Background: an optimization exercise with open tools, aiming at small area, a short achievable clock period and few clock cycles per item. Do not read the settings as production practice.
At most, simulation tests tie the RTL to the original design; equivalence was not proved.
Power figures rest on the tool's default switching activity, not on a simulated workload.

## Mult
module Mult (MultStart, out_A, out_B, rst, clk, HI, LOW, EndMult);
==> flow/config.mk <==
export PLATFORM = sky130hd
export DESIGN_NAME = Mult
export DESIGN_NICKNAME = Mult
export VERILOG_FILES = /design/flow/design.v
export SDC_FILE = /design/flow/constraint.sdc
export NUM_CORES = 4
export LEC_CHECK = 0
export CAP_MARGIN = 20
export CORE_MARGIN = 2
export CORE_UTILIZATION = 40
export CTS_BUF_LIST = sky130_fd_sc_hd__clkbuf_4 sky130_fd_sc_hd__clkbuf_8
export PLACE_DENSITY = 0.8
export SETUP_SLACK_MARGIN = 1.5
export SLEW_MARGIN = 20
export SYNTH_HIERARCHICAL = 1
export SYNTH_MINIMUM_KEEP_SIZE = 0
export TNS_END_PERCENT = 20
==> flow/constraint.sdc <==
create_clock -name core_clock -period 6.5 [get_ports {clk}]
set_input_delay 1.3000 -clock core_clock [delete_from_list [all_inputs] [get_ports {clk}]]
set_output_delay 1.3000 -clock core_clock [all_outputs]
set_load 0.01 [all_outputs]
standard.sh (not shown) runs the stock make flow with config.mk's settings and CLKGATE_MAP_FILE= SYNTH_SCRIPT=/design/flow/synth_recipe.tcl, a recipe that flattens the netlist after the stock synthesis.
==> flow/flow/run.sh <==
#!/bin/bash
# The standard layout (the standard.sh: ORFS synthesis to finish), except that
# the port buffers are sky130_fd_sc_hd__buf_2 rather than the delay-cell buffer
# that buffer_ports picks by default. The make output goes to standard.log; ORFS
# keeps each step's own log under orfs/logs/.
set -uo pipefail
bash standard.sh "BUFFER_PORTS_ARGS=-buffer_cell sky130_fd_sc_hd__buf_2" finish > standard.log 2>&1
Testbench counts at the start, summed over its fixed seeds: cycles 960, items 960.
Next try:
==> flow/flow/run.sh (replaced) <==
#!/bin/bash
# The standard layout (the standard.sh: ORFS synthesis to finish), except that
# the port buffers are sky130_fd_sc_hd__buf_4 rather than the delay-cell buffer
# that buffer_ports picks by default. The make output goes to standard.log; ORFS
# keeps each step's own log under orfs/logs/.
set -uo pipefail
bash standard.sh "BUFFER_PORTS_ARGS=-buffer_cell sky130_fd_sc_hd__buf_4" finish > standard.log 2>&1
CORE_UTILIZATION = 60   (was 40)
CTS_BUF_LIST = not set   (was sky130_fd_sc_hd__clkbuf_4 sky130_fd_sc_hd__clkbuf_8)
PLACE_DENSITY = not set   (was 0.8)
TNS_END_PERCENT = not set   (was 20)
The new run completed with no timing, DRC or antenna violations.
Worst hold slack is better by 0.10 ns.
Cell area drops slightly.
Wire length barely changes.
Synthesized area does not change.
Synthesized cell count does not change.
Next try:
==> flow/flow/run.sh (replaced) <==
#!/bin/bash
# The standard layout (the standard.sh: ORFS synthesis to finish), except that
# the port buffers are sky130_fd_sc_hd__buf_2 rather than the delay-cell buffer
# that buffer_ports picks by default. The make output goes to standard.log; ORFS
# keeps each step's own log under orfs/logs/.
set -uo pipefail
bash standard.sh "BUFFER_PORTS_ARGS=-buffer_cell sky130_fd_sc_hd__buf_2" finish > standard.log 2>&1
CORE_UTILIZATION = 40   (was 60)
TNS_END_PERCENT = 0   (was not set)
After rerunning: The changed run completed with no timing, DRC or antenna violations. Area after synthesis is unchanged. Routed wire length increases by about 3.6%. Critical path depth decreases by 1. First-iteration DRC count decreases by 9.3%. Sequential share of layout area hardly moves. Worst hold slack gets worse by 0.017 ns. Core utilization decreases by 22 points. Total power decreases by 3.5%. Clock-buffer cell count increases by 4.

---

Mult, a different RTL version from the one above (not shown whole).
Size in the first run: ~2300 cells after synthesis, about 120 flip-flops, roughly 130 I/O pins, about 0.026 sq mm of cells after synthesis.
==> flow/config.mk <==
export PLATFORM = sky130hd
export DESIGN_NAME = Mult
export DESIGN_NICKNAME = Mult
export VERILOG_FILES = /design/flow/design.v
export SDC_FILE = /design/flow/constraint.sdc
export NUM_CORES = 4
export LEC_CHECK = 0
export CAP_MARGIN = 20
export CORE_MARGIN = 2
export CORE_UTILIZATION = 40
export SETUP_SLACK_MARGIN = 1.2
export SLEW_MARGIN = 20
export SYNTH_HIERARCHICAL = 1
export SYNTH_MINIMUM_KEEP_SIZE = 0
==> flow/constraint.sdc <==
create_clock -name core_clock -period 6.5 [get_ports {clk}]
set_input_delay 1.3000 -clock core_clock [delete_from_list [all_inputs] [get_ports {clk}]]
set_output_delay 1.3000 -clock core_clock [all_outputs]
set_load 0.01 [all_outputs]
==> flow/flow/run.sh <==
#!/bin/bash
# The standard layout (the standard.sh: ORFS synthesis to finish), except that
# the port buffers are sky130_fd_sc_hd__buf_4 rather than the delay-cell buffer
# that buffer_ports picks by default. The make output goes to standard.log; ORFS
# keeps each step's own log under orfs/logs/.
set -uo pipefail
bash standard.sh "BUFFER_PORTS_ARGS=-buffer_cell sky130_fd_sc_hd__buf_4" finish > standard.log 2>&1
Then changed:
- SETUP_SLACK_MARGIN: 1.2 -> 1.8
Result:
- The changed run went through all stages and came out clean
- wire length rises by a few percent
- power goes up by a little under a tenth
- final area went up by roughly a tenth
- sequential cell count stays the same
- via count went up by a few percent
- utilization increases by 4.6 points
- synthesized area is unchanged
- clock power went up by roughly a tenth
No functional check of the RTL was part of any run of this note.

---

== zinc ==
RTL: one of the versions met above, not the one the previous note started from.
Size: about 2300 cells after synthesis, roughly 120 flip-flops, roughly 130 I/O pins, about 0.026 sq mm of cells after synthesis.
export LEC_CHECK = 0
export CAP_MARGIN = 20
export CORE_MARGIN = 2
export CORE_UTILIZATION = 40
export SETUP_SLACK_MARGIN = 1.6
export SLEW_MARGIN = 20
export SYNTH_HIERARCHICAL = 1
export SYNTH_MINIMUM_KEEP_SIZE = 0
create_clock -name core_clock -period 6.5 [get_ports {clk}]
Scripts as last shown in full above: flow/flow/run.sh
Testbench counts of zinc, summed over its fixed seeds: cycles 960, items 960.
#### Input delta (willow over zinc)
- SETUP_SLACK_MARGIN now 1.5, was 1.6
## What came out
The sequential cell area on willow is in line with that on zinc. For willow, the capture point of the worst path was C[32], unlike zinc, where it was C[29]. Worst hold slack, zinc and willow, lower one = willow. willow gives more fraction of the cycle the final worst path needs than zinc did. Compare zinc and willow | final worst slack higher: zinc. Diff zinc -> willow: leakage power lower; slew at the pin closest to its max-slew limit moved up.
The following lists how garnet was set up differently from willow:
- setting TNS_END_PERCENT to 20 for the first time
==> flow/flow/run.sh <==
#!/bin/bash
# The standard layout (the standard.sh: ORFS synthesis to finish), except that
# the port buffers are sky130_fd_sc_hd__buf_2 rather than the delay-cell buffer
# that buffer_ports picks by default. The make output goes to standard.log; ORFS
# keeps each step's own log under orfs/logs/.
set -uo pipefail
bash standard.sh "BUFFER_PORTS_ARGS=-buffer_cell sky130_fd_sc_hd__buf_2" finish > standard.log 2>&1
Results
- Summary: with willow as the reference, pin count of the biggest net entering global routing in garnet moved down by more than 10%.
- Overall power after layout in garnet vs willow: down about 4.6%
- | share of the clock period used by the worst path | lower: willow |
- Compared with willow, garnet instantiates a larger number of cells.
- Compared with willow, in garnet detailed-route wire length went up, layout-stage area growth over the synthesis result moved down, post-route cell area went down by 1.3%, largest voltage drop on the vdd net fell about 4.3%.
- garnet vs willow on clock group share of total power: garnet is the lower one.
- Of garnet and willow, it is garnet that has the lower power per standard cell area.
Inputs modified between garnet and cedar:
- SETUP_SLACK_MARGIN: 1.5 -> 1.7
- TNS_END_PERCENT: 20 -> unset
==> flow/flow/run.sh <==
#!/bin/bash
# The standard layout (the standard.sh: ORFS synthesis to finish), except that
# the port buffers are sky130_fd_sc_hd__buf_4 rather than the delay-cell buffer
# that buffer_ports picks by default. The make output goes to standard.log; ORFS
# keeps each step's own log under orfs/logs/.
set -uo pipefail
bash standard.sh "BUFFER_PORTS_ARGS=-buffer_cell sky130_fd_sc_hd__buf_4" finish > standard.log 2>&1
Notes after the runs:
- The final layout from cedar, which completed every stage, passed the timing, design-rule and antenna checks at the end of the flow.
- Taking garnet as the reference point, the routability-driven placement congestion ratio of cedar rises by about 0.32%.
- Cell count for cedar: 37 up relative to garnet
- Going from garnet to cedar, design area grew by a few percent.
- In the flow results for cedar and garnet, the global-route usage is smaller on garnet.
- Compared with garnet, in cedar setup slack after layout picked up an extra 0.15 ns; layout cell share with drive strength beyond 1 picked up an extra 4.4 points; final hold slack lost 0.0071 ns; cell area power density picked up an extra 1.8%.
- Changes observed in cedar relative to garnet: area taken by multi-input logic gates went up; total vias in the final route rose by 346.
- In cedar the HPWL reported at the end of detailed placement turned out 0.78% higher than in garnet.
What raven does differently from cedar at the input level:
- SETUP_SLACK_MARGIN changed from 1.7 to 1.5
==> flow/flow/run.sh <==
#!/bin/bash
# The standard layout (the standard.sh: ORFS synthesis to finish), except that
# the port buffers are sky130_fd_sc_hd__buf_2 rather than the delay-cell buffer
# that buffer_ports picks by default. The make output goes to standard.log; ORFS
# keeps each step's own log under orfs/logs/.
set -uo pipefail
bash standard.sh "BUFFER_PORTS_ARGS=-buffer_cell sky130_fd_sc_hd__buf_2" finish > standard.log 2>&1
--- outcome ---
- Category of the most critical setup path: in2reg -> raven, reg2out -> cedar
- The number of fill cells in the layout of raven exceeds that of cedar by 3.9%.
- raven improves on cedar in global-route wire length before repair.
- raven finished every step from synthesis to the final layout, and the layout passed the timing, design-rule and antenna checks.
- Compared with cedar, raven shows a lower worst setup slack.

[afterwards: timing with drivers on the ports]
How much do the figures lean on ideal ports? The routed layouts below were timed once more, with nothing changed but the port constraints. Step 1 sets driving cells, clkbuf_16 on the clock port and buf_2 on the other inputs (assumed; they add their load-dependent delay and slew). Step 2 times the ports against the registers' clock, not the clock port: input delays grow and output delays shrink by t, the midpoint of the rising clock arrivals with the driver on. Slacks: ideal ports / drivers / drivers and shift; pairs: ideal ports / drivers.
| run | t (ns) | setup slack, ns | latest minus earliest clock arrival (ns) |
|---|---|---|---|
| the first run of note 1 | 0.621 | 1.538 / 1.538 / 0.946 | 0.026 / 0.027 |
| the second run of note 1 | 0.529 | 1.550 / 1.545 / 1.024 | 0.014 / 0.014 |
| the third run of note 1 | 0.546 | 1.527 / 1.538 / 0.992 | 0.013 / 0.012 |
| the first run of note 2 | 0.547 | 1.274 / 1.297 / 0.750 | 0.015 / 0.016 |
| the second run of note 2 | 0.553 | 1.792 / 1.793 / 1.242 | 0.022 / 0.023 |
| zinc | 0.548 | 1.653 / 1.656 / 1.114 | 0.024 / 0.024 |
| willow | 0.554 | 1.589 / 1.606 / 1.074 | 0.011 / 0.011 |
| garnet | 0.546 | 1.555 / 1.586 / 1.043 | 0.013 / 0.013 |
| cedar | 0.554 | 1.701 / 1.640 / 1.109 | 0.014 / 0.014 |
| raven | 0.548 | 1.559 / 1.597 / 1.049 | 0.019 / 0.020 |
After both steps setup and hold are still met in every run listed.
